This design comes from an exercise in tuning for small area on the open sky130 flow, not from production work. In this exercise RTL edits were held to simulation tests only and were not proved equivalent to the original. Power figures rest on the tool's default switching activity, not on a simulated workload.

[flow/standard.sh]
#!/bin/bash
# synth_recipe.tcl (not shown) runs the flow's synth.tcl, then flattens the netlist and writes it again
# the make line also repeats each setting of config.mk as NAME=value (left out here)
make -C /OpenROAD-flow-scripts/flow DESIGN_CONFIG=/design/flow/config.mk WORK_HOME=/design/flow/orfs CLKGATE_MAP_FILE= SYNTH_SCRIPT=/design/flow/synth_recipe.tcl "${@:-finish}"
[flow/design.v]
`timescale 1ns/1ps
module jtcps1_gfx_mappers(
    input  [5:0] game,
    input  [2:0] size,
    input  [15:6] code,
    input  [15:0] bank_offset,
    input  [15:0] bank_mask,
    output [3:0] offset,
    output [3:0] mask,
    output unmapped
);
wire new_n61;
wire new_n62;
wire new_n63;
wire new_n64;
wire new_n65;
wire new_n66;
wire new_n67;
wire new_n68;
wire new_n69;
wire new_n70;
wire new_n71;
wire new_n72;
wire new_n73;
wire new_n74;
wire new_n75;
wire new_n76;
wire new_n77;
wire new_n78;
wire new_n79;
wire new_n80;
wire new_n81;
wire new_n82;
wire new_n83;
wire new_n84;
wire new_n85;
wire new_n86;
wire new_n87;
wire new_n88;
wire new_n89;
wire new_n90;
wire new_n91;
wire new_n92;
wire new_n93;
wire new_n94;
wire new_n95;
wire new_n96;
wire new_n97;
wire new_n98;
wire new_n99;
wire new_n100;
wire new_n101;
wire new_n102;
wire new_n103;
wire new_n104;
wire new_n105;
wire new_n106;
wire new_n107;
wire new_n108;
wire new_n109;
wire new_n110;
wire new_n111;
wire new_n112;
wire new_n113;
wire new_n114;
wire new_n115;
wire new_n116;
wire new_n117;
wire new_n118;
wire new_n119;
wire new_n120;
wire new_n121;
wire new_n122;
wire new_n123;
wire new_n124;
wire new_n125;
wire new_n126;
wire new_n127;
wire new_n128;
wire new_n129;
wire new_n130;
wire new_n131;
wire new_n132;
wire new_n133;
wire new_n134;
wire new_n135;
wire new_n136;
wire new_n137;
wire new_n138;
wire new_n139;
wire new_n140;
wire new_n141;
wire new_n142;
wire new_n143;
wire new_n144;
wire new_n145;
wire new_n146;
wire new_n147;
wire new_n148;
wire new_n149;
wire new_n150;
wire new_n151;
wire new_n152;
wire new_n153;
wire new_n154;
wire new_n155;
wire new_n156;
wire new_n157;
wire new_n158;
wire new_n159;
wire new_n160;
wire new_n161;
wire new_n162;
wire new_n163;
wire new_n164;
wire new_n165;
wire new_n166;
wire new_n167;
wire new_n168;
wire new_n169;
wire new_n170;
wire new_n171;
wire new_n172;
wire new_n173;
wire new_n174;
wire new_n175;
wire new_n176;
wire new_n177;
wire new_n178;
wire new_n179;
wire new_n180;
wire new_n181;
wire new_n182;
wire new_n183;
wire new_n184;
wire new_n185;
wire new_n186;
wire new_n187;
wire new_n188;
wire new_n189;
wire new_n190;
wire new_n191;
wire new_n192;
wire new_n193;
wire new_n194;
wire new_n195;
wire new_n196;
wire new_n197;
wire new_n198;
wire new_n199;
wire new_n200;
wire new_n201;
wire new_n202;
wire new_n203;
wire new_n204;
wire new_n205;
wire new_n206;
wire new_n207;
wire new_n208;
wire new_n209;
wire new_n210;
wire new_n211;
wire new_n212;
wire new_n213;
wire new_n214;
wire new_n215;
wire new_n216;
wire new_n217;
wire new_n218;
wire new_n219;
wire new_n220;
wire new_n221;
wire new_n222;
wire new_n223;
wire new_n224;
wire new_n225;
wire new_n226;
wire new_n227;
wire new_n228;
wire new_n229;
wire new_n230;
wire new_n231;
wire new_n232;
wire new_n233;
wire new_n234;
wire new_n235;
wire new_n236;
wire new_n237;
wire new_n238;
wire new_n239;
wire new_n240;
wire new_n241;
wire new_n242;
wire new_n243;
wire new_n244;
wire new_n245;
wire new_n246;
wire new_n247;
wire new_n248;
wire new_n249;
wire new_n250;
wire new_n251;
wire new_n252;
wire new_n253;
wire new_n254;
wire new_n255;
wire new_n256;
wire new_n257;
wire new_n258;
wire new_n259;
wire new_n260;
wire new_n261;
wire new_n262;
wire new_n263;
wire new_n264;
wire new_n265;
wire new_n266;
wire new_n267;
wire new_n268;
wire new_n269;
wire new_n270;
wire new_n271;
wire new_n272;
wire new_n273;
wire new_n274;
wire new_n275;
wire new_n276;
wire new_n277;
wire new_n278;
wire new_n279;
wire new_n280;
wire new_n281;
wire new_n282;
wire new_n283;
wire new_n284;
wire new_n285;
wire new_n286;
wire new_n287;
wire new_n288;
wire new_n289;
wire new_n290;
wire new_n291;
wire new_n292;
wire new_n293;
wire new_n294;
wire new_n295;
wire new_n296;
wire new_n297;
wire new_n298;
wire new_n299;
wire new_n300;
wire new_n301;
wire new_n302;
wire new_n303;
wire new_n304;
wire new_n305;
wire new_n306;
wire new_n307;
wire new_n308;
wire new_n309;
wire new_n310;
wire new_n311;
wire new_n312;
wire new_n313;
wire new_n314;
wire new_n315;
wire new_n316;
wire new_n317;
wire new_n318;
wire new_n319;
wire new_n320;
wire new_n321;
wire new_n322;
wire new_n323;
wire new_n324;
wire new_n325;
wire new_n326;
wire new_n327;
wire new_n328;
wire new_n329;
wire new_n330;
wire new_n331;
wire new_n332;
wire new_n333;
wire new_n334;
wire new_n335;
wire new_n336;
wire new_n337;
wire new_n338;
wire new_n339;
wire new_n340;
wire new_n341;
wire new_n342;
wire new_n343;
wire new_n344;
wire new_n345;
wire new_n346;
wire new_n347;
wire new_n348;
wire new_n349;
wire new_n350;
wire new_n351;
wire new_n352;
wire new_n353;
wire new_n354;
wire new_n355;
wire new_n356;
wire new_n357;
wire new_n358;
wire new_n359;
wire new_n360;
wire new_n361;
wire new_n362;
wire new_n363;
wire new_n364;
wire new_n365;
wire new_n366;
wire new_n367;
wire new_n368;
wire new_n369;
wire new_n370;
wire new_n371;
wire new_n372;
wire new_n373;
wire new_n374;
wire new_n375;
wire new_n376;
wire new_n377;
wire new_n378;
wire new_n379;
wire new_n380;
wire new_n381;
wire new_n382;
wire new_n383;
wire new_n384;
wire new_n385;
wire new_n386;
wire new_n387;
wire new_n388;
wire new_n389;
wire new_n390;
wire new_n391;
wire new_n392;
wire new_n393;
wire new_n394;
wire new_n395;
wire new_n396;
wire new_n397;
wire new_n398;
wire new_n399;
wire new_n400;
wire new_n401;
wire new_n402;
wire new_n403;
wire new_n404;
wire new_n405;
wire new_n406;
wire new_n407;
wire new_n408;
wire new_n409;
wire new_n410;
wire new_n411;
wire new_n412;
wire new_n413;
wire new_n414;
wire new_n415;
wire new_n416;
wire new_n417;
wire new_n418;
wire new_n419;
wire new_n420;
wire new_n421;
wire new_n422;
wire new_n423;
wire new_n424;
wire new_n425;
wire new_n426;
wire new_n427;
wire new_n428;
wire new_n429;
wire new_n430;
wire new_n431;
wire new_n432;
wire new_n433;
wire new_n434;
wire new_n435;
wire new_n436;
wire new_n437;
wire new_n438;
wire new_n439;
wire new_n440;
wire new_n441;
wire new_n443;
wire new_n444;
wire new_n445;
wire new_n446;
wire new_n447;
wire new_n448;
wire new_n450;
wire new_n451;
wire new_n452;
wire new_n453;
wire new_n454;
wire new_n455;
wire new_n457;
wire new_n458;
wire new_n459;
wire new_n460;
wire new_n461;
wire new_n462;
wire new_n464;
wire new_n465;
wire new_n466;
wire new_n467;
wire new_n468;
wire new_n469;
wire new_n470;
wire new_n471;
wire new_n472;
wire new_n474;
wire new_n475;
wire new_n476;
wire new_n477;
wire new_n478;
wire new_n479;
wire new_n480;
wire new_n482;
wire new_n483;
wire new_n484;
wire new_n485;
wire new_n486;
wire new_n487;
wire new_n488;
wire new_n490;
wire new_n491;
wire new_n492;
wire new_n493;
wire new_n494;
wire new_n495;
wire new_n496;
assign new_n61 = game[0] & ~game[3] ;
assign new_n62 = game[2] & game[4] ;
assign new_n63 = ~size[0] & ~size[2] ;
assign new_n64 = ~code[14] & ~code[15] ;
assign new_n65 = code[12] & code[13] ;
assign new_n66 = new_n64 & ~new_n65;
assign new_n67 = new_n63 & ~new_n66;
assign new_n68 = ~code[12] & ~code[13] ;
assign new_n69 = size[0] & code[14] ;
assign new_n70 = ~code[15] & new_n69;
assign new_n71 = new_n68 & new_n70;
assign new_n72 = size[2] & ~code[15] ;
assign new_n73 = ~code[14] & new_n72;
assign new_n74 = new_n68 & new_n73;
assign new_n75 = code[11] & new_n74;
assign new_n76 = ~new_n71 & ~new_n75;
assign new_n77 = code[10] & code[11] ;
assign new_n78 = ~code[10] & ~code[11] ;
assign new_n79 = ~new_n77 & ~new_n78;
assign new_n80 = ~new_n76 & new_n79;
assign new_n81 = ~new_n67 & ~new_n80;
assign new_n82 = ~code[11] & new_n68;
assign new_n83 = ~new_n63 & ~new_n73;
assign new_n84 = ~new_n82 & ~new_n83;
assign new_n85 = new_n81 & new_n84;
assign new_n86 = new_n62 & new_n85;
assign new_n87 = new_n61 & ~new_n86;
assign new_n88 = code[11] & code[12] ;
assign new_n89 = code[13] & new_n69;
assign new_n90 = new_n88 & new_n89;
assign new_n91 = ~code[13] & new_n64;
assign new_n92 = new_n63 & new_n91;
assign new_n93 = size[0] & code[15] ;
assign new_n94 = ~game[0] & game[3] ;
assign new_n95 = ~new_n93 & new_n94;
assign new_n96 = ~new_n92 & new_n95;
assign new_n97 = ~new_n90 & new_n96;
assign new_n98 = new_n63 & ~new_n91;
assign new_n99 = new_n64 & ~new_n88;
assign new_n100 = new_n98 & new_n99;
assign new_n101 = code[9] & new_n77;
assign new_n102 = ~code[8] & new_n101;
assign new_n103 = new_n74 & new_n102;
assign new_n104 = ~new_n100 & ~new_n103;
assign new_n105 = new_n97 & new_n104;
assign new_n106 = ~code[12] & code[13] ;
assign new_n107 = code[12] & ~code[13] ;
assign new_n108 = ~new_n78 & new_n107;
assign new_n109 = ~new_n106 & ~new_n108;
assign new_n110 = new_n70 & ~new_n109;
assign new_n111 = new_n68 & ~new_n101;
assign new_n112 = new_n73 & ~new_n111;
assign new_n113 = game[3] & ~new_n112;
assign new_n114 = ~new_n110 & new_n113;
assign new_n115 = new_n62 & ~new_n114;
assign new_n116 = game[0] & new_n115;
assign new_n117 = ~game[3] & ~game[5] ;
assign new_n118 = game[2] & new_n117;
assign new_n119 = game[2] & ~game[4] ;
assign new_n120 = game[0] & new_n119;
assign new_n121 = ~new_n118 & ~new_n120;
assign new_n122 = new_n63 & ~new_n121;
assign new_n123 = ~game[2] & game[4] ;
assign new_n124 = size[0] & new_n64;
assign new_n125 = new_n68 & new_n124;
assign new_n126 = ~code[11] & ~code[12] ;
assign new_n127 = new_n63 & ~new_n126;
assign new_n128 = ~new_n125 & ~new_n127;
assign new_n129 = game[0] & code[11] ;
assign new_n130 = ~code[12] & new_n129;
assign new_n131 = ~new_n128 & ~new_n130;
assign new_n132 = ~code[8] & ~code[9] ;
assign new_n133 = game[3] & new_n78;
assign new_n134 = ~new_n132 & new_n133;
assign new_n135 = new_n74 & new_n134;
assign new_n136 = ~new_n94 & ~new_n98;
assign new_n137 = ~new_n135 & new_n136;
assign new_n138 = ~new_n131 & new_n137;
assign new_n139 = new_n123 & ~new_n138;
assign new_n140 = ~new_n122 & ~new_n139;
assign new_n141 = ~new_n116 & new_n140;
assign new_n142 = ~new_n105 & ~new_n141;
assign new_n143 = ~new_n87 & new_n142;
assign new_n144 = ~game[1] & ~new_n143;
assign new_n145 = new_n100 & ~new_n126;
assign new_n146 = ~new_n71 & ~new_n145;
assign new_n147 = code[10] & new_n63;
assign new_n148 = new_n146 & ~new_n147;
assign new_n149 = new_n85 & ~new_n92;
assign new_n150 = ~code[11] & ~new_n147;
assign new_n151 = ~new_n149 & ~new_n150;
assign new_n152 = ~new_n148 & ~new_n151;
assign new_n153 = ~code[11] & new_n74;
assign new_n154 = code[10] & new_n153;
assign new_n155 = ~new_n67 & ~new_n154;
assign new_n156 = ~new_n152 & new_n155;
assign new_n157 = game[3] & game[5] ;
assign new_n158 = ~new_n156 & new_n157;
assign new_n159 = new_n77 & ~new_n132;
assign new_n160 = new_n68 & ~new_n159;
assign new_n161 = new_n73 & ~new_n160;
assign new_n162 = ~game[2] & ~new_n92;
assign new_n163 = ~new_n161 & new_n162;
assign new_n164 = ~new_n152 & new_n163;
assign new_n165 = code[7] & code[8] ;
assign new_n166 = ~code[9] & ~code[10] ;
assign new_n167 = new_n75 & new_n166;
assign new_n168 = ~new_n165 & ~new_n167;
assign new_n169 = code[9] & code[10] ;
assign new_n170 = new_n153 & new_n169;
assign new_n171 = new_n165 & ~new_n170;
assign new_n172 = ~new_n168 & ~new_n171;
assign new_n173 = game[2] & ~new_n81;
assign new_n174 = ~new_n172 & new_n173;
assign new_n175 = game[3] & ~new_n174;
assign new_n176 = ~code[12] & new_n70;
assign new_n177 = ~new_n89 & ~new_n93;
assign new_n178 = ~new_n176 & ~new_n177;
assign new_n179 = game[2] & ~game[3] ;
assign new_n180 = ~new_n100 & new_n179;
assign new_n181 = ~new_n178 & new_n180;
assign new_n182 = ~new_n170 & new_n181;
assign new_n183 = ~game[0] & game[4] ;
assign new_n184 = ~new_n182 & new_n183;
assign new_n185 = ~new_n175 & new_n184;
assign new_n186 = ~new_n164 & new_n185;
assign new_n187 = ~new_n124 & ~new_n153;
assign new_n188 = ~new_n117 & ~new_n187;
assign new_n189 = ~new_n92 & ~new_n170;
assign new_n190 = ~new_n188 & new_n189;
assign new_n191 = ~game[2] & ~game[4] ;
assign new_n192 = new_n117 & new_n191;
assign new_n193 = ~new_n88 & new_n192;
assign new_n194 = game[2] & game[5] ;
assign new_n195 = game[0] & new_n194;
assign new_n196 = game[3] & ~game[5] ;
assign new_n197 = ~game[2] & new_n196;
assign new_n198 = ~game[0] & new_n197;
assign new_n199 = ~new_n195 & ~new_n198;
assign new_n200 = ~new_n193 & new_n199;
assign new_n201 = ~new_n190 & ~new_n200;
assign new_n202 = new_n153 & ~new_n166;
assign new_n203 = ~new_n125 & ~new_n202;
assign new_n204 = new_n194 & ~new_n203;
assign new_n205 = game[1] & ~new_n204;
assign new_n206 = ~new_n201 & new_n205;
assign new_n207 = ~new_n186 & new_n206;
assign new_n208 = ~new_n158 & new_n207;
assign new_n209 = ~new_n144 & ~new_n208;
assign new_n210 = new_n77 & new_n98;
assign new_n211 = ~code[11] & new_n107;
assign new_n212 = new_n70 & new_n211;
assign new_n213 = game[1] & ~new_n67;
assign new_n214 = ~new_n212 & new_n213;
assign new_n215 = ~new_n210 & new_n214;
assign new_n216 = ~new_n167 & new_n215;
assign new_n217 = new_n192 & ~new_n216;
assign new_n218 = ~game[1] & ~new_n149;
assign new_n219 = new_n217 & ~new_n218;
assign new_n220 = game[0] & new_n219;
assign new_n221 = ~size[0] & ~new_n64;
assign new_n222 = game[5] & ~new_n221;
assign new_n223 = code[13] & new_n124;
assign new_n224 = ~game[3] & code[12] ;
assign new_n225 = game[3] & ~code[12] ;
assign new_n226 = ~new_n224 & ~new_n225;
assign new_n227 = new_n223 & ~new_n226;
assign new_n228 = ~new_n222 & ~new_n227;
assign new_n229 = new_n98 & ~new_n217;
assign new_n230 = new_n228 & ~new_n229;
assign new_n231 = ~game[0] & ~game[1] ;
assign new_n232 = new_n191 & new_n231;
assign new_n233 = ~new_n217 & ~new_n232;
assign new_n234 = ~new_n230 & ~new_n233;
assign new_n235 = ~game[0] & new_n98;
assign new_n236 = ~game[3] & new_n235;
assign new_n237 = ~game[3] & ~game[4] ;
assign new_n238 = ~new_n73 & ~new_n178;
assign new_n239 = game[0] & ~new_n153;
assign new_n240 = ~new_n238 & new_n239;
assign new_n241 = ~new_n112 & ~new_n167;
assign new_n242 = new_n240 & new_n241;
assign new_n243 = game[0] & game[1] ;
assign new_n244 = new_n191 & ~new_n243;
assign new_n245 = ~new_n242 & new_n244;
assign new_n246 = ~new_n237 & ~new_n245;
assign new_n247 = ~new_n236 & ~new_n246;
assign new_n248 = game[5] & ~new_n247;
assign new_n249 = game[0] & ~game[1] ;
assign new_n250 = ~game[3] & new_n123;
assign new_n251 = new_n249 & new_n250;
assign new_n252 = game[1] & ~game[4] ;
assign new_n253 = ~game[0] & new_n252;
assign new_n254 = new_n118 & new_n253;
assign new_n255 = ~new_n251 & ~new_n254;
assign new_n256 = ~game[2] & ~new_n146;
assign new_n257 = ~new_n100 & new_n228;
assign new_n258 = game[2] & ~new_n257;
assign new_n259 = ~new_n112 & ~new_n258;
assign new_n260 = ~new_n256 & new_n259;
assign new_n261 = ~new_n255 & ~new_n260;
assign new_n262 = new_n123 & new_n243;
assign new_n263 = ~new_n77 & new_n125;
assign new_n264 = new_n126 & ~new_n169;
assign new_n265 = new_n92 & ~new_n264;
assign new_n266 = ~new_n263 & ~new_n265;
assign new_n267 = new_n88 & new_n169;
assign new_n268 = ~new_n266 & ~new_n267;
assign new_n269 = ~new_n172 & ~new_n268;
assign new_n270 = new_n262 & ~new_n269;
assign new_n271 = size[2] & new_n221;
assign new_n272 = game[3] & size[0] ;
assign new_n273 = new_n252 & ~new_n272;
assign new_n274 = game[2] & ~new_n273;
assign new_n275 = ~new_n198 & ~new_n274;
assign new_n276 = ~game[5] & ~new_n125;
assign new_n277 = new_n61 & ~new_n276;
assign new_n278 = ~new_n252 & ~new_n277;
assign new_n279 = ~new_n275 & ~new_n278;
assign new_n280 = new_n196 & new_n262;
assign new_n281 = new_n191 & new_n196;
assign new_n282 = new_n249 & new_n281;
assign new_n283 = new_n223 & new_n282;
assign new_n284 = ~new_n280 & ~new_n283;
assign new_n285 = ~new_n279 & new_n284;
assign new_n286 = ~new_n271 & ~new_n285;
assign new_n287 = ~new_n270 & ~new_n286;
assign new_n288 = ~new_n261 & new_n287;
assign new_n289 = ~new_n248 & new_n288;
assign new_n290 = ~new_n234 & new_n289;
assign new_n291 = ~new_n220 & new_n290;
assign new_n292 = ~new_n209 & new_n291;
assign new_n293 = new_n201 & ~new_n240;
assign new_n294 = ~game[4] & ~new_n271;
assign new_n295 = ~new_n293 & new_n294;
assign new_n296 = new_n73 & new_n107;
assign new_n297 = code[11] & new_n296;
assign new_n298 = code[9] & new_n297;
assign new_n299 = new_n165 & new_n298;
assign new_n300 = code[10] & new_n297;
assign new_n301 = code[14] & ~code[15] ;
assign new_n302 = new_n63 & new_n301;
assign new_n303 = ~new_n65 & new_n302;
assign new_n304 = code[13] & new_n101;
assign new_n305 = new_n303 & ~new_n304;
assign new_n306 = ~new_n300 & ~new_n305;
assign new_n307 = ~new_n299 & new_n306;
assign new_n308 = ~game[5] & ~new_n307;
assign new_n309 = ~new_n295 & ~new_n308;
assign new_n310 = code[8] & new_n298;
assign new_n311 = ~new_n88 & new_n93;
assign new_n312 = ~size[0] & ~code[15] ;
assign new_n313 = ~new_n126 & new_n312;
assign new_n314 = ~new_n311 & ~new_n313;
assign new_n315 = ~code[13] & code[14] ;
assign new_n316 = ~new_n314 & new_n315;
assign new_n317 = ~new_n300 & ~new_n316;
assign new_n318 = ~new_n310 & new_n317;
assign new_n319 = new_n197 & ~new_n318;
assign new_n320 = ~new_n179 & ~new_n319;
assign new_n321 = ~new_n309 & ~new_n320;
assign new_n322 = new_n243 & ~new_n321;
assign new_n323 = game[5] & new_n191;
assign new_n324 = ~game[3] & new_n323;
assign new_n325 = game[1] & new_n324;
assign new_n326 = ~new_n238 & new_n325;
assign new_n327 = game[1] & ~new_n211;
assign new_n328 = new_n73 & new_n281;
assign new_n329 = ~new_n327 & new_n328;
assign new_n330 = ~game[0] & ~new_n329;
assign new_n331 = ~new_n326 & new_n330;
assign new_n332 = ~new_n219 & new_n331;
assign new_n333 = ~code[14] & new_n93;
assign new_n334 = ~code[13] & new_n333;
assign new_n335 = ~new_n298 & ~new_n334;
assign new_n336 = game[3] & ~new_n335;
assign new_n337 = game[3] & code[11] ;
assign new_n338 = code[13] & new_n337;
assign new_n339 = new_n303 & ~new_n338;
assign new_n340 = ~new_n300 & ~new_n339;
assign new_n341 = ~new_n336 & new_n340;
assign new_n342 = ~game[5] & new_n119;
assign new_n343 = ~new_n341 & new_n342;
assign new_n344 = new_n63 & ~new_n109;
assign new_n345 = ~new_n153 & ~new_n344;
assign new_n346 = game[4] & ~new_n345;
assign new_n347 = ~new_n98 & ~new_n346;
assign new_n348 = game[2] & new_n196;
assign new_n349 = game[4] & new_n348;
assign new_n350 = ~new_n324 & ~new_n349;
assign new_n351 = ~new_n281 & new_n350;
assign new_n352 = ~new_n347 & ~new_n351;
assign new_n353 = new_n249 & ~new_n352;
assign new_n354 = ~new_n343 & new_n353;
assign new_n355 = ~new_n332 & ~new_n354;
assign new_n356 = ~new_n322 & new_n355;
assign new_n357 = new_n249 & new_n323;
assign new_n358 = new_n92 & new_n357;
assign new_n359 = ~game[5] & new_n231;
assign new_n360 = new_n115 & new_n359;
assign new_n361 = ~new_n358 & ~new_n360;
assign new_n362 = code[13] & new_n333;
assign new_n363 = new_n68 & new_n302;
assign new_n364 = ~game[3] & ~new_n363;
assign new_n365 = ~new_n362 & new_n364;
assign new_n366 = ~new_n297 & new_n365;
assign new_n367 = ~new_n361 & ~new_n366;
assign new_n368 = new_n194 & new_n237;
assign new_n369 = ~game[0] & ~new_n98;
assign new_n370 = new_n368 & ~new_n369;
assign new_n371 = new_n117 & new_n231;
assign new_n372 = new_n119 & new_n371;
assign new_n373 = ~new_n280 & ~new_n372;
assign new_n374 = ~new_n370 & new_n373;
assign new_n375 = ~new_n93 & ~new_n302;
assign new_n376 = ~new_n296 & new_n375;
assign new_n377 = ~new_n374 & ~new_n376;
assign new_n378 = ~new_n349 & ~new_n368;
assign new_n379 = new_n231 & ~new_n378;
assign new_n380 = ~game[3] & new_n357;
assign new_n381 = ~new_n379 & ~new_n380;
assign new_n382 = ~new_n177 & new_n179;
assign new_n383 = ~new_n381 & new_n382;
assign new_n384 = code[8] & new_n169;
assign new_n385 = new_n73 & new_n384;
assign new_n386 = ~new_n302 & ~new_n385;
assign new_n387 = ~game[5] & new_n107;
assign new_n388 = new_n79 & new_n387;
assign new_n389 = new_n262 & new_n388;
assign new_n390 = ~new_n386 & new_n389;
assign new_n391 = new_n123 & new_n371;
assign new_n392 = new_n302 & new_n391;
assign new_n393 = new_n252 & new_n348;
assign new_n394 = ~new_n83 & new_n393;
assign new_n395 = ~new_n392 & ~new_n394;
assign new_n396 = ~new_n390 & new_n395;
assign new_n397 = ~new_n383 & new_n396;
assign new_n398 = ~new_n377 & new_n397;
assign new_n399 = ~new_n367 & new_n398;
assign new_n400 = ~new_n356 & new_n399;
assign new_n401 = new_n107 & new_n124;
assign new_n402 = ~new_n154 & ~new_n401;
assign new_n403 = new_n347 & new_n402;
assign new_n404 = game[4] & ~new_n92;
assign new_n405 = new_n231 & new_n348;
assign new_n406 = ~new_n404 & new_n405;
assign new_n407 = ~new_n403 & new_n406;
assign new_n408 = new_n82 & ~new_n381;
assign new_n409 = code[13] & new_n280;
assign new_n410 = ~new_n282 & ~new_n409;
assign new_n411 = ~new_n408 & new_n410;
assign new_n412 = new_n73 & ~new_n411;
assign new_n413 = code[15] & new_n63;
assign new_n414 = code[13] & new_n72;
assign new_n415 = new_n159 & new_n414;
assign new_n416 = ~new_n413 & ~new_n415;
assign new_n417 = new_n65 & ~new_n78;
assign new_n418 = ~code[14] & ~new_n417;
assign new_n419 = new_n391 & new_n418;
assign new_n420 = ~new_n416 & new_n419;
assign new_n421 = new_n146 & new_n155;
assign new_n422 = new_n243 & ~new_n350;
assign new_n423 = ~new_n421 & new_n422;
assign new_n424 = ~new_n420 & ~new_n423;
assign new_n425 = ~new_n412 & new_n424;
assign new_n426 = ~new_n407 & new_n425;
assign new_n427 = ~new_n235 & ~new_n240;
assign new_n428 = ~new_n381 & ~new_n427;
assign new_n429 = new_n280 & new_n413;
assign new_n430 = ~new_n428 & ~new_n429;
assign new_n431 = new_n426 & new_n430;
assign new_n432 = new_n400 & new_n431;
assign new_n433 = ~new_n292 & new_n432;
assign new_n434 = bank_offset[0] & new_n433;
assign new_n435 = bank_offset[12] & new_n428;
assign new_n436 = ~new_n434 & ~new_n435;
assign new_n437 = new_n292 & ~new_n426;
assign new_n438 = bank_offset[8] & new_n437;
assign new_n439 = new_n292 & ~new_n400;
assign new_n440 = bank_offset[4] & new_n439;
assign new_n441 = ~new_n438 & ~new_n440;
assign offset[0] = ~new_n436 | ~new_n441;
assign new_n443 = bank_offset[5] & new_n439;
assign new_n444 = bank_offset[13] & new_n428;
assign new_n445 = ~new_n443 & ~new_n444;
assign new_n446 = bank_offset[1] & new_n433;
assign new_n447 = bank_offset[9] & new_n437;
assign new_n448 = ~new_n446 & ~new_n447;
assign offset[1] = ~new_n445 | ~new_n448;
assign new_n450 = bank_offset[2] & new_n433;
assign new_n451 = bank_offset[14] & new_n428;
assign new_n452 = ~new_n450 & ~new_n451;
assign new_n453 = bank_offset[6] & new_n439;
assign new_n454 = bank_offset[10] & new_n437;
assign new_n455 = ~new_n453 & ~new_n454;
assign offset[2] = ~new_n452 | ~new_n455;
assign new_n457 = bank_offset[7] & new_n439;
assign new_n458 = bank_offset[15] & new_n428;
assign new_n459 = ~new_n457 & ~new_n458;
assign new_n460 = bank_offset[3] & new_n433;
assign new_n461 = bank_offset[11] & new_n437;
assign new_n462 = ~new_n460 & ~new_n461;
assign offset[3] = ~new_n459 | ~new_n462;
assign new_n464 = ~new_n428 & ~new_n437;
assign new_n465 = ~new_n439 & new_n464;
assign new_n466 = ~bank_mask[0] & new_n433;
assign new_n467 = new_n465 & ~new_n466;
assign new_n468 = bank_mask[4] & new_n439;
assign new_n469 = bank_mask[8] & new_n437;
assign new_n470 = bank_mask[12] & new_n428;
assign new_n471 = ~new_n469 & ~new_n470;
assign new_n472 = ~new_n468 & new_n471;
assign mask[0] = new_n467 | ~new_n472;
assign new_n474 = ~bank_mask[1] & new_n433;
assign new_n475 = new_n465 & ~new_n474;
assign new_n476 = bank_mask[5] & new_n439;
assign new_n477 = bank_mask[13] & new_n428;
assign new_n478 = bank_mask[9] & new_n437;
assign new_n479 = ~new_n477 & ~new_n478;
assign new_n480 = ~new_n476 & new_n479;
assign mask[1] = new_n475 | ~new_n480;
assign new_n482 = ~bank_mask[2] & new_n433;
assign new_n483 = new_n465 & ~new_n482;
assign new_n484 = bank_mask[6] & new_n439;
assign new_n485 = bank_mask[10] & new_n437;
assign new_n486 = bank_mask[14] & new_n428;
assign new_n487 = ~new_n485 & ~new_n486;
assign new_n488 = ~new_n484 & new_n487;
assign mask[2] = new_n483 | ~new_n488;
assign new_n490 = ~bank_mask[3] & new_n433;
assign new_n491 = new_n465 & ~new_n490;
assign new_n492 = bank_mask[7] & new_n439;
assign new_n493 = bank_mask[15] & new_n428;
assign new_n494 = bank_mask[11] & new_n437;
assign new_n495 = ~new_n493 & ~new_n494;
assign new_n496 = ~new_n492 & new_n495;
assign mask[3] = new_n491 | ~new_n496;
assign unmapped = new_n292 & new_n432;
endmodule
`timescale 1ns/1ps
module jtcps1_tilemap(
    input              rst,
    input              clk,
    input              flip,
    input      [ 8:0]  vrender,  
    input      [ 2:0]  size,     
    input      [15:0]  hpos,
    input      [15:0]  vpos,
    input              start,
    input              stop,
    output reg         done,
    input      [ 5:0]  game,
    input      [15:0]  bank_offset,
    input      [15:0]  bank_mask,
    output reg [ 7:0]  tile_addr,
    input      [15:0]  tile_data,
    output reg [19:0]  rom_addr,     
    output reg         rom_half,     
    input      [31:0]  rom_data,
    output reg         rom_cs,
    input              rom_ok,
    output reg [ 8:0]  buf_addr,
    output reg [10:0]  buf_data,
    output reg         buf_wr
);
localparam [5:0] IDLE = 6'd0,
                 S1   = 6'd1,   
                 S2   = 6'd2,   
                 S3   = 6'd3,   
                 SW0  = 6'd4,   
                 SW1  = 6'd5,   
                 S4   = 6'd6,   
                 S5   = 6'd7,   
                 W0   = 6'd8,   
                 W1   = 6'd9,   
                 W2   = 6'd10,  
                 W3   = 6'd11,  
                 WE   = 6'd12;  
reg [ 5:0] st;
reg [15:0] code;
reg [31:0] pxl_data;
reg  [1:0] group;
reg        vflip;
reg        hflip;
reg  [4:0] pal;
wire       pixel = st[5];
wire [2:0] pcnt  = st[2:0];
wire [1:0] blk   = st[4:3];
wire [3:0] offset, mask;
wire       unmapped;
jtcps1_gfx_mappers u_mapper(
    .game       ( game            ),
    .size       ( size            ),
    .code       ( code[15:6]      ),
    .bank_offset( bank_offset     ),
    .bank_mask  ( bank_mask       ),
    .offset     ( offset          ),
    .mask       ( mask            ),
    .unmapped   ( unmapped        )
);
wire [4:0] vn = vpos[4:0] + (vrender[4:0] ^ {5{flip}});
wire [4:0] vf = vn ^ {5{vflip}};
reg [19:0] rom_pre_addr, rom_offset_addr;
always @(*) begin
    case (size)
        3'b001:  rom_pre_addr = { 1'b0, code, vf[2:0] };
        3'b010:  rom_pre_addr = { code, vf[3:0] };
        default: rom_pre_addr = { code[13:0], vf, hflip };  
    endcase
    rom_offset_addr = { offset | (mask & rom_pre_addr[19:16]), rom_pre_addr[15:0] };
end
wire [2:0] pidx = pcnt ^ {3{~hflip}};
wire [3:0] colour = { pxl_data[{2'd3,pidx}], pxl_data[{2'd2,pidx}],
                      pxl_data[{2'd1,pidx}], pxl_data[{2'd0,pidx}] };
wire [8:0] buf0 = size[0] ? { 6'b000110, ~hpos[2:0] } :
                  size[1] ? { 5'b00010,  ~hpos[3:0] } :
                            { 4'b0000,   ~hpos[4:0] };
wire [7:0] tile0 = size[0] ? 8'd0 : (size[1] ? { 1'b1, hpos[9:4], 1'b0 } : 8'd226 );
wire finish = stop || buf_addr == 9'd447;
always @(posedge clk) begin
    if( !rst ) begin
        case( st )
            IDLE: tile_addr <= tile0;
            S1:   tile_addr[0] <= 1'b1;
            S4:   tile_addr <= { tile_addr[7:1] + 7'd1, 1'b0 };
            default:;
        endcase
    end
end
always @(posedge clk) begin
    if( st==S2 ) code <= tile_data;
    if( st==S3 ) begin
        hflip   <= tile_data[5];
        group   <= tile_data[8:7];
        vflip   <= tile_data[6];
        pal     <= tile_data[4:0];
    end
    if( !pixel ) pxl_data <= rom_data;
end
always @(posedge clk or posedge rst) begin
    if(rst) begin
        rom_cs          <= 1'b0;
        done            <= 1'b0;
        st              <= IDLE;
        rom_addr        <= 20'd0;
        rom_half        <= 1'b0;
        buf_addr        <= 9'd0;
        buf_wr          <= 1'b0;
        buf_data        <= 11'd0;
    end else begin
        done   <= finish;
        buf_wr <= !finish && (pixel || st==W3);
        if( pixel ) begin
            st <= pcnt==3'd7 ? W1 + {4'd0, blk} : st + 6'd1;
            buf_addr <= buf_addr+9'd1;
            buf_data <= { group, pal, unmapped ? 4'hf : colour };
        end else begin
            case( st )
                IDLE: begin
                    rom_cs   <= 1'b0;
                    buf_addr <= buf0;
                    if( start ) st <= S1;
                end
                S1:  st <= S2;
                S2:  st <= S3;
                S3:  st <= SW0;
                SW0: st <= SW1;
                SW1: st <= S4;
                S4: begin
                    st       <= S5;
                    rom_half <= hflip;
                    rom_addr <= rom_offset_addr;
                    rom_cs   <= 1'b1;
                end
                S5: st <= W0;
                W0: if(rom_ok) begin
                    st <= 6'b100000;
                    if(!size[0]) rom_half <= ~rom_half;
                end
                W1: begin
                    if( size[0] ) begin
                        st <= S1;
                    end else if(rom_ok) begin
                        st <= 6'b101000;
                        if(size[2]) begin
                            rom_half <= ~rom_half;
                            rom_addr[0] <= ~rom_addr[0];
                        end else rom_cs <= 1'b0;
                    end
                end
                W2: begin
                    if( size[1] ) begin
                        st <= S1;
                    end else if(rom_ok) begin
                        st <= 6'b110000;
                        rom_half <= ~rom_half;
                    end
                end
                W3: if(rom_ok) begin
                    st <= 6'b111000;
                    rom_half <= ~rom_half;
                end
                WE: begin
                    rom_cs <= 1'b0;
                    st     <= S1;
                end
                default: st <= IDLE;
            endcase
        end
        if( finish ) begin
            buf_addr<= 9'd0;
            st      <= IDLE;
        end
    end
end
endmodule
[flow/flow/run.sh]
#!/bin/bash
# Own layout flow: the standard ORFS flow (standard.sh, unchanged synthesis)
# with smaller port buffers and a clock tree without dummy loads.
set -euo pipefail
# buffer every input and output port with the smallest buffer
export BUFFER_PORTS_ARGS="-buffer_cell sky130_fd_sc_hd__buf_1"
# clock tree: clkbuf_8 leaves on larger clusters, no dummy loads
export CTS_ARGS="-sink_clustering_enable -repair_clock_nets -dont_use_dummy_load -buf_list sky130_fd_sc_hd__clkbuf_8 -sink_clustering_size 30 -sink_clustering_max_diameter 100"
bash standard.sh > flow_make.log 2>&1
[flow/constraint.sdc]
create_clock -name core_clock -period 10.0 [get_ports {clk}]
set_input_delay 2.0000 -clock core_clock [delete_from_list [all_inputs] [get_ports {clk}]]
set_output_delay 2.0000 -clock core_clock [all_outputs]
set_load 0.01 [all_outputs]
[flow/config.mk]
export PLATFORM = sky130hd
export DESIGN_NAME = jtcps1_tilemap
export DESIGN_NICKNAME = jtcps1_tilemap
export VERILOG_FILES = /design/flow/design.v
export SDC_FILE = /design/flow/constraint.sdc
export NUM_CORES = 4
export LEC_CHECK = 0
export CAP_MARGIN = 20
export CORE_MARGIN = 2
export CORE_UTILIZATION = 65
export SLEW_MARGIN = 20
==> impl_metrics.env, run 1 <==
export IMPL_drc=0
export IMPL_finalCoreUtilization=0.742
export IMPL_outcome="no timing/DRC/antenna violations"
export IMPL_min_delay_path_class="flop to flop"
export IMPL_dp_cells=1048
export IMPL_reg2reg_from="code[11]"
export IMPL_antennaDiodeCount=0
export IMPL_slew_headroom=0.338
export IMPL_grt_overflow=0
export IMPL_detailedRoute_firstPassIterationCount=10
export IMPL_tns_ps=0
export IMPL_yosysSeqAreaShare=0.432
export IMPL_yosys_most_used_dff="edfxtp_1"
export IMPL_synth_top_family_by_area="compound AO/OA/AOI/OAI gates"
export IMPL_core_area_um2=11300
export IMPL_routed_via_density=7.36
export IMPL_die_x_um=111
export IMPL_rows=39
export IMPL_synth_xor_area_frac=0.0413
export IMPL_crit_path_frequent_cell="a21oi_1"
export IMPL_start_kind="primary input"
export IMPL_postCtsHoldBufs=0
export IMPL_maxClockFrequency_mhz=197
export IMPL_crit_chain="buf_1, or3b_1, a21oi_1, nand2b_1, o311ai_1, a221oi_2, o211ai_1, a211oi_2, a221o_1, o21ai_1, a21oi_1"
export IMPL_drtIter0Drc=1389
export IMPL_setup_slack_ps=4930
export IMPL_grt_pass1_vias=7568
export IMPL_finalClockSkew_ps=24.6
export IMPL_dpl_instance_area_um2=8100
export IMPL_cp_end_kind="flop"
export IMPL_synth_ff_latch_count=115
export IMPL_crit_start="size[2]"
export IMPL_cp_top_family="compound AO/OA/AOI/OAI gates"
export IMPL_synthArstFlopShare=0.435
export IMPL_tightest_slew_ps=985
export IMPL_synthSimpleGateAreaFrac=0.193
export IMPL_cts_max_level=4
export IMPL_critPathMaxStageDelay_ps=610
export IMPL_r2r_worst_path_cells=11
export IMPL_nets=1075
export IMPL_layout_cells_non_filler=1065
export IMPL_final_antenna_net_count=0
export IMPL_ys_top_cells_by_area="edfxtp_1 26%, dfrtp_1 17%, nand2_1 3.9%"
export IMPL_via_count=7840
export IMPL_power_density_nw_per_um2=181
export IMPL_clk_pin_slew_ps=50
export IMPL_boundaryPins=188
export IMPL_layout_min_cycle_time_ps=5070
export IMPL_synth_compound_area_frac=0.213
export IMPL_hold_viol=0
export IMPL_critPathCapture="rom_addr[16]"
export IMPL_synth_area_per_cell_um2=9.48
export IMPL_insertion_delay_ps=460
export IMPL_finalSetupViolCount=0
export IMPL_synth_edff_count=65
export IMPL_drt_total_wl_um=26600
export IMPL_initial_core_util=0.658
export IMPL_preCtsSetupSlack_ps=4240
export IMPL_clock_path_buffers=2
export IMPL_dp_hpwl_um=17500
export IMPL_tritoncts_num_buffers=17
export IMPL_synth_warning_count=1
export IMPL_slew_violations=0
export IMPL_grt_pass1_wl_um=41300
export IMPL_yosysTopAreaCell="edfxtp_1"
export IMPL_synth_top_area_frac=0.263
export IMPL_r2r_end="rom_addr[16]"
export IMPL_drive_gt1_frac=0.0694
export IMPL_routabilityCongestion=1.05
export IMPL_die_h_um=111
export IMPL_path_class="primary input to flop"
export IMPL_synth_cell_types=80
export IMPL_postCtsResizedCells=0
export IMPL_cts_root_buf="clkbuf_8"
export IMPL_rsz0062_at_grt="no"
export IMPL_dieArea_um2=12300
export IMPL_power_leakage_nw=3.13
export IMPL_wl_per_cell_um=25.0
export IMPL_io_buffer_count=166
export IMPL_grt_max_degree=51
export IMPL_cp_arrival_ps=5410
export IMPL_synth_most_common_cell="nand2_1"
export IMPL_syn_area_um2=7420
export IMPL_path_max_fanout=13
export IMPL_yosys_area_share_adder=0.0263
export IMPL_syn_to_final_growth_pct=12.6
export IMPL_cp_slowest_cell="a211oi_2"
export IMPL_crit_required_ps=10350
export IMPL_postCtsSetupBuffers=0
export IMPL_synthCells=783
export IMPL_r2r_setup_slack_ps=5930
export IMPL_grtUsageTotal=0.431
export IMPL_maxCapViolCount=0
export IMPL_fill_cells=750
export IMPL_crit_buf_inv=1
export IMPL_ir_worst_vdd_v=0.000208
export IMPL_cts_tree="done"
export IMPL_cts_sinks=115
export IMPL_cp_depth=11
export IMPL_synth_commonest_cells="77 x nand2_1, 66 x nor2_1, 65 x edfxtp_1"
export IMPL_postLayoutCellArea_um2=8360
export IMPL_antenna_found_initial=1
export IMPL_synth_area_mux_share=0.0499
export IMPL_finalCritPeriodShare=0.507
[per-stage QoR]
| step | power, W | hold slack [ps] |
|---|---|---|
| 6_report | 0.00152 | 497 |
| 5_1_grt | 0.00157 | 507 |
| 4_1_cts | 0.00149 | 499 |
| 3_5_place_dp | 0.00116 | 484 |
| 3_3_place_gp | 0.00113 | 459 |
| 2_1_floorplan | 0.000995 | 454 |
[registers in the layout (all words and copies together), names as in the netlist, 2 cells and up]
signal,cells
buf_addr,9
buf_data,11
code,16
group,2
pal,5
pxl_data,32
rom_addr,20
st,6
tile_addr,8
[routing by layer]
metal | global-route usage | part of all wire
met5 | 0 | 0
met4 | 0.222 | 0.057
met3 | 0.115 | 0.13
met2 | 0.705 | 0.47
met1 | 0.527 | 0.35
[cell type report]
cell class	count	area, um2	area share
clock buffers	17	234	0.0280
multi-input cells	583	3920	0.469
well taps	143	179	0.0214
inverters	29	109	0.0130
flip-flops and latches	115	3200	0.383
repair buffers	178	713	0.0853
[how the worst min path moves through the flow]
stage	from	end	slack, ps	cells after the start
2_1_floorplan	group[1]	buf_data[10]	450	1
3_3_place_gp	group[0]	buf_data[9]	460	1
3_5_place_dp	pal[4]	buf_data[8]	480	1
4_1_cts	pal[1]	buf_data[5]	500	1
5_1_grt	pal[1]	buf_data[5]	510	1
6_report	rom_addr[14]	rom_addr[14]	500	2
[placed cells by master, fill, tap and decap left out, drive strengths merged, types with 9 or more instances in the layout]
cell / n
buf: 178
nand2: 77
nor2: 67
edfxtp: 65
dfrtp: 50
o21ai: 40
a21oi: 36
nand3: 33
nor3: 28
inv: 26
a31oi: 20
xor2: 18
xnor2: 17
clkbuf: 17
a22oi: 14
a221o: 14
ha: 14
and3: 14
and2: 13
a211oi: 12
o211ai: 10
mux2i: 10
nand2b: 9
nand4: 9
a221oi: 9
[report_power, final]
part	internal (W)	switching, W	total (W)	leakage (nW)
Clock	0.000149	0.000167	0.000316	0.122
Sequential	0.000580	0.000101	0.000682	1.23
Combinational	0.000195	0.000323	0.000518	1.78
Total	0.000924	0.000591	0.00152	3.13
[worst reg2reg max path: stages (launching register included)]
cell,delay (ps)
edfxtp_1,830
inv_1,250
ha_1,340
or3b_1,430
a211oi_1,340
o311ai_0,280
a21oi_1,220
nor3_1,110
a211oi_2,670
a221o_1,270
o21ai_1,80
a21oi_1,150
[cell families (layout without fill, tap and decap cells)]
family,count (synthesis),count (layout)
simple gates,287,287
compound gates,220,220
flops,115,115
buf+inv,85,224
xor+xnor,35,35
mux,26,26
fa+ha+maj,15,15
==> inputs of run 2 (changes only) <==
--- a/flow/config.mk
+++ b/flow/config.mk
@@ -9,3 +9,3 @@
 export CORE_MARGIN = 2
-export CORE_UTILIZATION = 65
+export CORE_UTILIZATION = 40
 export SLEW_MARGIN = 20
==> impl_metrics.env, run 2 <==
export IMPL_outcome="no timing/DRC/antenna violations"
export IMPL_cp_slowest_cell="nor2_1"
export IMPL_ir_worst_vdd_v=0.0000767
export IMPL_synth_commonest_cells="77 x nand2_1, 66 x nor2_1, 65 x edfxtp_1"
export IMPL_syn_to_final_growth_pct=14.1
export IMPL_synthCells=783
export IMPL_finalClockSkew_ps=31.5
export IMPL_via_count=6803
export IMPL_final_cell_mix="166 x buf_1, 77 x nand2_1, 65 x nor2_1, 65 x edfxtp_1, 50 x dfrtp_1"
export IMPL_synth_area_per_cell_um2=9.48
export IMPL_synth_edff_count=65
export IMPL_min_delay_path_class="flop to flop"
export IMPL_critPathMaxStageDelay_ps=620
export IMPL_hold_viol=0
export IMPL_drc=0
export IMPL_core_area_um2=18100
export IMPL_maxCapViolCount=0
export IMPL_layout_min_cycle_time_ps=5060
export IMPL_slew_violations=0
export IMPL_dpl_instance_area_um2=8240
export IMPL_die_h_um=140
export IMPL_clkPwrFrac=0.210
export IMPL_rows=49
export IMPL_mostFrequentLayoutCell="buf_1"
export IMPL_io_buffer_count=166
export IMPL_p_switching_w=0.000537
export IMPL_grtUsageTotal=0.231
export IMPL_crit_path_frequent_cell="buf_4"
export IMPL_grt_overflow=0
export IMPL_p_sw_frac=0.367
export IMPL_finalCritPeriodShare=0.506
export IMPL_yosys_most_used_dff="edfxtp_1"
export IMPL_finalSetupViolCount=0
export IMPL_postLayoutCellArea_um2=8470
export IMPL_postCtsResizedCells=0
export IMPL_maxClockFrequency_mhz=197
export IMPL_dp_hpwl_um=16300
export IMPL_synth_warning_count=1
export IMPL_insertion_delay_ps=450
export IMPL_cts_tree="done"
export IMPL_initial_core_util=0.410
export IMPL_largest_reg_flops=32
export IMPL_start_kind="primary input"
export IMPL_detailedRoute_firstPassIterationCount=5
export IMPL_top_register="pxl_data"
export IMPL_drive_gt1_frac=0.0714
export IMPL_path_class="primary input to flop"
export IMPL_ys_top_cells_by_area="edfxtp_1 26%, dfrtp_1 17%, nand2_1 3.9%"
export IMPL_final_antenna_net_count=0
export IMPL_nets=1078
export IMPL_postCtsSetupBuffers=0
export IMPL_wl_per_cell_um=19.6
export IMPL_postCtsHoldBufs=0
export IMPL_yosysSeqAreaShare=0.432
export IMPL_path_max_fanout=29
export IMPL_power_leakage_nw=3.14
export IMPL_p_comb_frac=0.334
export IMPL_tns_ps=0
export IMPL_cts_root_buf="clkbuf_8"
export IMPL_synth_top_area_frac=0.263
export IMPL_grt_pass1_wl_um=35700
export IMPL_slew_headroom=0.317
export IMPL_dieArea_um2=19700
export IMPL_rsz0062_at_grt="no"
export IMPL_drtIter0Drc=659
export IMPL_clock_path_buffers=2
export IMPL_cts_max_level=4
export IMPL_cp_end_kind="flop"
export IMPL_cp_arrival_ps=5360
export IMPL_tritoncts_num_buffers=17
export IMPL_crit_chain="buf_1, buf_4, nor2_1, buf_4, a32o_1, a21oi_1, a21o_1, a2111o_1, a31oi_4, nor2_2, a221o_1, o41ai_2, a31oi_1"
export IMPL_cts_sinks=115
export IMPL_reg_largest_list="pxl_data: 32 flops, rom_addr: 20 flops, code: 16 flops"
export IMPL_syn_area_um2=7420
export IMPL_boundaryPins=188
export IMPL_die_x_um=140
export IMPL_intPower_w=0.000925
export IMPL_routed_via_density=5.90
export IMPL_power_density_nw_per_um2=173
export IMPL_synthArstFlopShare=0.435
export IMPL_tightest_slew_ps=1020
export IMPL_synth_most_common_cell="nand2_1"
export IMPL_crit_required_ps=10290
export IMPL_grt_max_degree=42
export IMPL_seqPwrFrac=0.456
export IMPL_antenna_found_initial=0
export IMPL_yosysTopAreaCell="edfxtp_1"
export IMPL_synth_cell_types=80
export IMPL_clk_pin_slew_ps=60
export IMPL_routabilityCongestion=0.975
export IMPL_grt_pass1_vias=6521
export IMPL_drt_total_wl_um=22600
export IMPL_synth_ff_latch_count=115
export IMPL_antennaDiodeCount=0
==> run 2: cell types whose count changed in the layout (fill, tap and decap cells not counted), sizes merged <==
cell,previous run,this run
buf,178,181
==> run 2: stage by stage <==
stage | cells | hold slack (ps) | setup WS (ps) | power, W | utilization
after floorplan | 783 | 454 | 5580 | 0.000995 | -
after global placement | 1137 | 455 | 4300 | 0.00116 | 0.455
after detailed placement | 1137 | 464 | 4590 | 0.00116 | 0.455
after CTS | 1154 | 472 | 5030 | 0.00147 | 0.468
after global routing | 1154 | 494 | 4750 | 0.00156 | 0.468
final | 1154 | 470 | 4940 | 0.00146 | 0.468
==> run 2: critical path, delay by kind of cell <==
| family | cells | cell delay [ps] |
|---|---|---|
| buffers and inverters | 3 | 590 |
| AND/OR/NAND/NOR | 2 | 740 |
| AO/OA/AOI/OAI | 8 | 2000 |
==> run 2: power groups by stage <==
stage,Sequential (W),Clock [W],Combinational [W]
floorplan,0.000648,0,0.000347
global placement,0.000673,0,0.000489
detailed placement,0.000673,0,0.000486
CTS,0.000665,0.000318,0.000488
global route,0.000677,0.000337,0.000549
finish,0.000667,0.000307,0.000488
==> run 2: final cells by class <==
cell class	instances	area, um2
fillers	1784	9620
multi-input cells	583	3900
flip-flops and latches	115	3200
repair buffers	181	736
well taps	229	287
clock buffers	17	234
inverters	29	109
==> run 2: cells by family after synthesis <==
family	count (synthesis)	synth area share
and+or+nand+nor	287	0.193
AOI/OAI and AO/OA	220	0.213
DFF	115	0.432
buffers and inverters	85	0.0448
xor gates and xnor gates	35	0.0413
muxes	26	0.0499
adders and majority gates	15	0.0263
==> run 2: metal layers <==
layer | global-route usage | routed length, um | part of all wire
met3 | 0.0667 | 2160 | 0.096
met4 | 0.0893 | 577 | 0.026
met5 | 0 | 0 | 0
met2 | 0.341 | 9910 | 0.44
met1 | 0.322 | 9940 | 0.44
==> run 2: path summary, 6_finish.rpt <==
kind                                from            to  slack, ps  cells past startpoint
worst max register to register  code[11]  rom_addr[19]       6100                     12
worst max-delay path             size[0]  rom_addr[19]       4940                     13
min in group asynchronous            rst   buf_addr[0]       1620                      2
worst min register to register    pal[2]   buf_data[6]        470                      1
worst min-delay path              pal[2]   buf_data[6]        470                      1
max in group asynchronous            rst  rom_addr[10]       7550                      3
==> inputs of run 3 (changes only) <==
==> flow/flow/run.sh (replaced) <==
#!/bin/bash
# Own layout flow: the standard ORFS flow (standard.sh, unchanged synthesis)
# with smaller port buffers, synthesis buffers removed before placement and a
# clock tree without dummy loads.
set -euo pipefail
export BUFFER_PORTS_ARGS="-buffer_cell sky130_fd_sc_hd__buf_1"
export REMOVE_ABC_BUFFERS=1
export CTS_ARGS="-sink_clustering_enable -repair_clock_nets -dont_use_dummy_load -buf_list sky130_fd_sc_hd__clkbuf_8"
bash standard.sh > flow_make.log 2>&1
--- a/flow/config.mk
+++ b/flow/config.mk
@@ -10,2 +10,3 @@
 export CORE_UTILIZATION = 40
+export GPL_TIMING_DRIVEN = 0
 export SLEW_MARGIN = 20
==> impl_metrics.env, run 3 <==
export IMPL_tritoncts_num_buffers=17
export IMPL_die_h_um=140
export IMPL_dpl_instance_area_um2=8200
export IMPL_whs_path_depth=1
export IMPL_power_density_nw_per_um2=172
export IMPL_rows=49
export IMPL_initial_core_util=0.410
export IMPL_core_area_um2=18100
export IMPL_grt_overflow=0
export IMPL_synthCells=783
export IMPL_cts_sinks=115
export IMPL_grt_pass1_vias=6359
export IMPL_cts_root_buf="clkbuf_8"
export IMPL_syn_to_final_growth_pct=13.6
export IMPL_routabilityCongestion=0.967
export IMPL_layout_min_cycle_time_ps=5290
export IMPL_finalClockSkew_ps=31.3
export IMPL_dieArea_um2=19700
export IMPL_maxCapViolCount=0
export IMPL_drc=0
export IMPL_final_antenna_net_count=0
export IMPL_drive_gt1_frac=0.0689
export IMPL_drt_total_wl_um=22000
export IMPL_cp_end_kind="flop"
export IMPL_detailedRoute_firstPassIterationCount=5
export IMPL_path_max_fanout=13
export IMPL_postCtsHoldBufs=0
export IMPL_crit_required_ps=10330
export IMPL_rsz0062_at_grt="no"
export IMPL_r2r_setup_slack_ps=6020
export IMPL_dp_hpwl_um=15800
export IMPL_routed_via_density=5.99
export IMPL_nets=1067
export IMPL_largest_reg_flops=32
export IMPL_reg2reg_from="code[15]"
export IMPL_postCtsSetupBuffers=0
export IMPL_boundaryPins=188
export IMPL_power_leakage_nw=3.10
export IMPL_synth_commonest_cells="77 x nand2_1, 66 x nor2_1, 65 x edfxtp_1"
export IMPL_path_class="primary input to flop"
export IMPL_reg_largest_list="pxl_data: 32 flops, rom_addr: 20 flops, code: 16 flops"
export IMPL_postLayoutCellArea_um2=8430
export IMPL_fill_cells=1745
export IMPL_grtUsageTotal=0.221
export IMPL_synth_cell_types=80
export IMPL_slew_headroom=0.297
export IMPL_insertion_delay_ps=430
export IMPL_yosys_most_used_dff="edfxtp_1"
export IMPL_postCtsResizedCells=0
export IMPL_drtIter0Drc=686
export IMPL_min_delay_path_class="flop to flop"
export IMPL_die_x_um=140
export IMPL_cp_arrival_ps=5620
export IMPL_outcome="no timing/DRC/antenna violations"
export IMPL_finalSetupViolCount=0
export IMPL_crit_start="size[2]"
export IMPL_synth_area_per_cell_um2=9.48
export IMPL_clock_path_buffers=2
export IMPL_antennaDiodeCount=0
export IMPL_p_total_w=0.00145
export IMPL_finalCritPeriodShare=0.529
export IMPL_r2r_end="rom_addr[16]"
export IMPL_final_cell_mix="165 x buf_1, 77 x nand2_1, 65 x edfxtp_1, 63 x nor2_1, 49 x dfrtp_1"
export IMPL_ir_worst_vdd_v=0.000113
export IMPL_top_register="pxl_data"
export IMPL_wl_per_cell_um=19.2
export IMPL_start_kind="primary input"
export IMPL_ys_top_cells_by_area="edfxtp_1 26%, dfrtp_1 17%, nand2_1 3.9%"
export IMPL_synth_edff_count=65
export IMPL_slew_violations=0
export IMPL_cts_tree="done"
export IMPL_via_count=6850
export IMPL_synthArstFlopShare=0.435
export IMPL_yosysSeqAreaShare=0.432
export IMPL_cts_max_level=4
export IMPL_io_buffer_count=166
export IMPL_synth_top_area_frac=0.263
export IMPL_critPathCapture="rom_addr[16]"
export IMPL_r2r_worst_path_cells=10
export IMPL_tns_ps=0
export IMPL_tightest_slew_ps=1050
export IMPL_synth_most_common_cell="nand2_1"
export IMPL_grt_max_degree=52
export IMPL_synth_warning_count=1
export IMPL_antenna_found_initial=0
export IMPL_mostFrequentLayoutCell="buf_1"
export IMPL_grt_pass1_wl_um=34300
export IMPL_syn_area_um2=7420
export IMPL_hold_viol=0
export IMPL_maxClockFrequency_mhz=189
export IMPL_yosysTopAreaCell="edfxtp_1"
export IMPL_synth_ff_latch_count=115
export IMPL_clk_pin_slew_ps=70
-- run 3: changes by cell type in the layout (fill, tap and decap cells not counted), sizes merged --
cell,before,now
buf,181,170
-- run 3: per-stage QoR --
stage / hold slack [ps] / setup slack [ps] / cells / utilization
after global routing: 474 / 4560 / 1143 / 0.466
after detailed placement: 464 / 4200 / 1126 / 0.453
after CTS: 454 / 4650 / 1143 / 0.466
final: 457 / 4710 / 1143 / 0.466
after floorplan: 454 / 5170 / 727 / -
after global placement: 458 / 3000 / 1122 / 0.448
-- run 3: worst min path at each step --
| stage | start | end |
|---|---|---|
| finish | group[0] | buf_data[9] |
| global route | group[0] | buf_data[9] |
| CTS | group[0] | buf_data[9] |
| detailed placement | pal[0] | buf_data[4] |
| global placement | group[0] | buf_data[9] |
| floorplan | group[1] | buf_data[10] |
-- run 3: cells by family after synthesis --
logic type,Yosys count,synth area share
AOI/OAI and AO/OA,220,0.213
xor gates and xnor gates,35,0.0413
adders and majority gates,15,0.0263
buffers and inverters,85,0.0448
DFF,115,0.432
muxes,26,0.0499
and+or+nand+nor,287,0.193
-- run 3: final cells by class --
type | instances | area [um2] | share of cell area
clock buffers | 17 | 234 | 0.0277
inverters | 29 | 113 | 0.0134
multi-input cells | 583 | 3930 | 0.465
flip-flops and latches | 115 | 3200 | 0.380
well taps | 229 | 287 | 0.0340
repair buffers | 170 | 669 | 0.0794
-- run 3: routing by layer --
layer	GRT usage	part of all wire	up-vias
met3	0.0701	0.099	41
met2	0.336	0.45	375
li1	-	-	3232
met1	0.304	0.43	3202
met4	0.0670	0.022	0
met5	0	0	-
-- run 3: worst max-delay path, stage by stage --
cell	delay, ps
buf_1	480
nor3b_2	720
and3_1	340
o21ai_0	140
a21oi_1	250
o21ai_0	140
a221o_1	400
a211oi_2	610
a221o_1	270
o21ai_1	80
a21oi_1	160
-- run 3: power by group --
| part | internal [W] | switching, W | leakage, nW |
|---|---|---|---|
| sequential | 0.000580 | 0.0000866 | 1.23 |
| combinational | 0.000193 | 0.000288 | 1.75 |
| clock | 0.000149 | 0.000156 | 0.122 |

[re-timing with driven ports]
The flow's constraints put no driver on any port. The routed layouts listed below were extracted and timed again, unchanged, in two steps. Step 1 (the two cells are an assumption about what drives the block):
set clk [get_ports {clk}]
set_driving_cell -lib_cell sky130_fd_sc_hd__clkbuf_16 $clk
set_driving_cell -lib_cell sky130_fd_sc_hd__buf_2 [delete_from_list [all_inputs] $clk]
Step 2 adds t to the input delays and takes it off the output delays; t is the mean of the earliest and latest rising clock arrival at the registers after step 1. Input paths then give back, and output paths get back, about the clock's delay inside the block. a / b / c = ideal ports / drivers / drivers and shift; a / b = the first two.
run | shift t [ns] | slack for setup (ns) | slew at the worst register clock pin (ns) | worst data-port slew with drivers (ns)
run 1 | 0.477 | 4.934 / 4.950 / 4.473 | 0.09 / 0.09 | 0.05
run 2 | 0.463 | 4.936 / 4.952 / 4.490 | 0.09 / 0.09 | 0.06
run 3 | 0.456 | 4.715 / 4.728 / 4.272 | 0.08 / 0.08 | 0.06
After both steps every run listed still meets setup and hold. The setup slack of run 1, which loses most, moves by +0.016 ns with the drivers and by -0.461 ns with both steps.
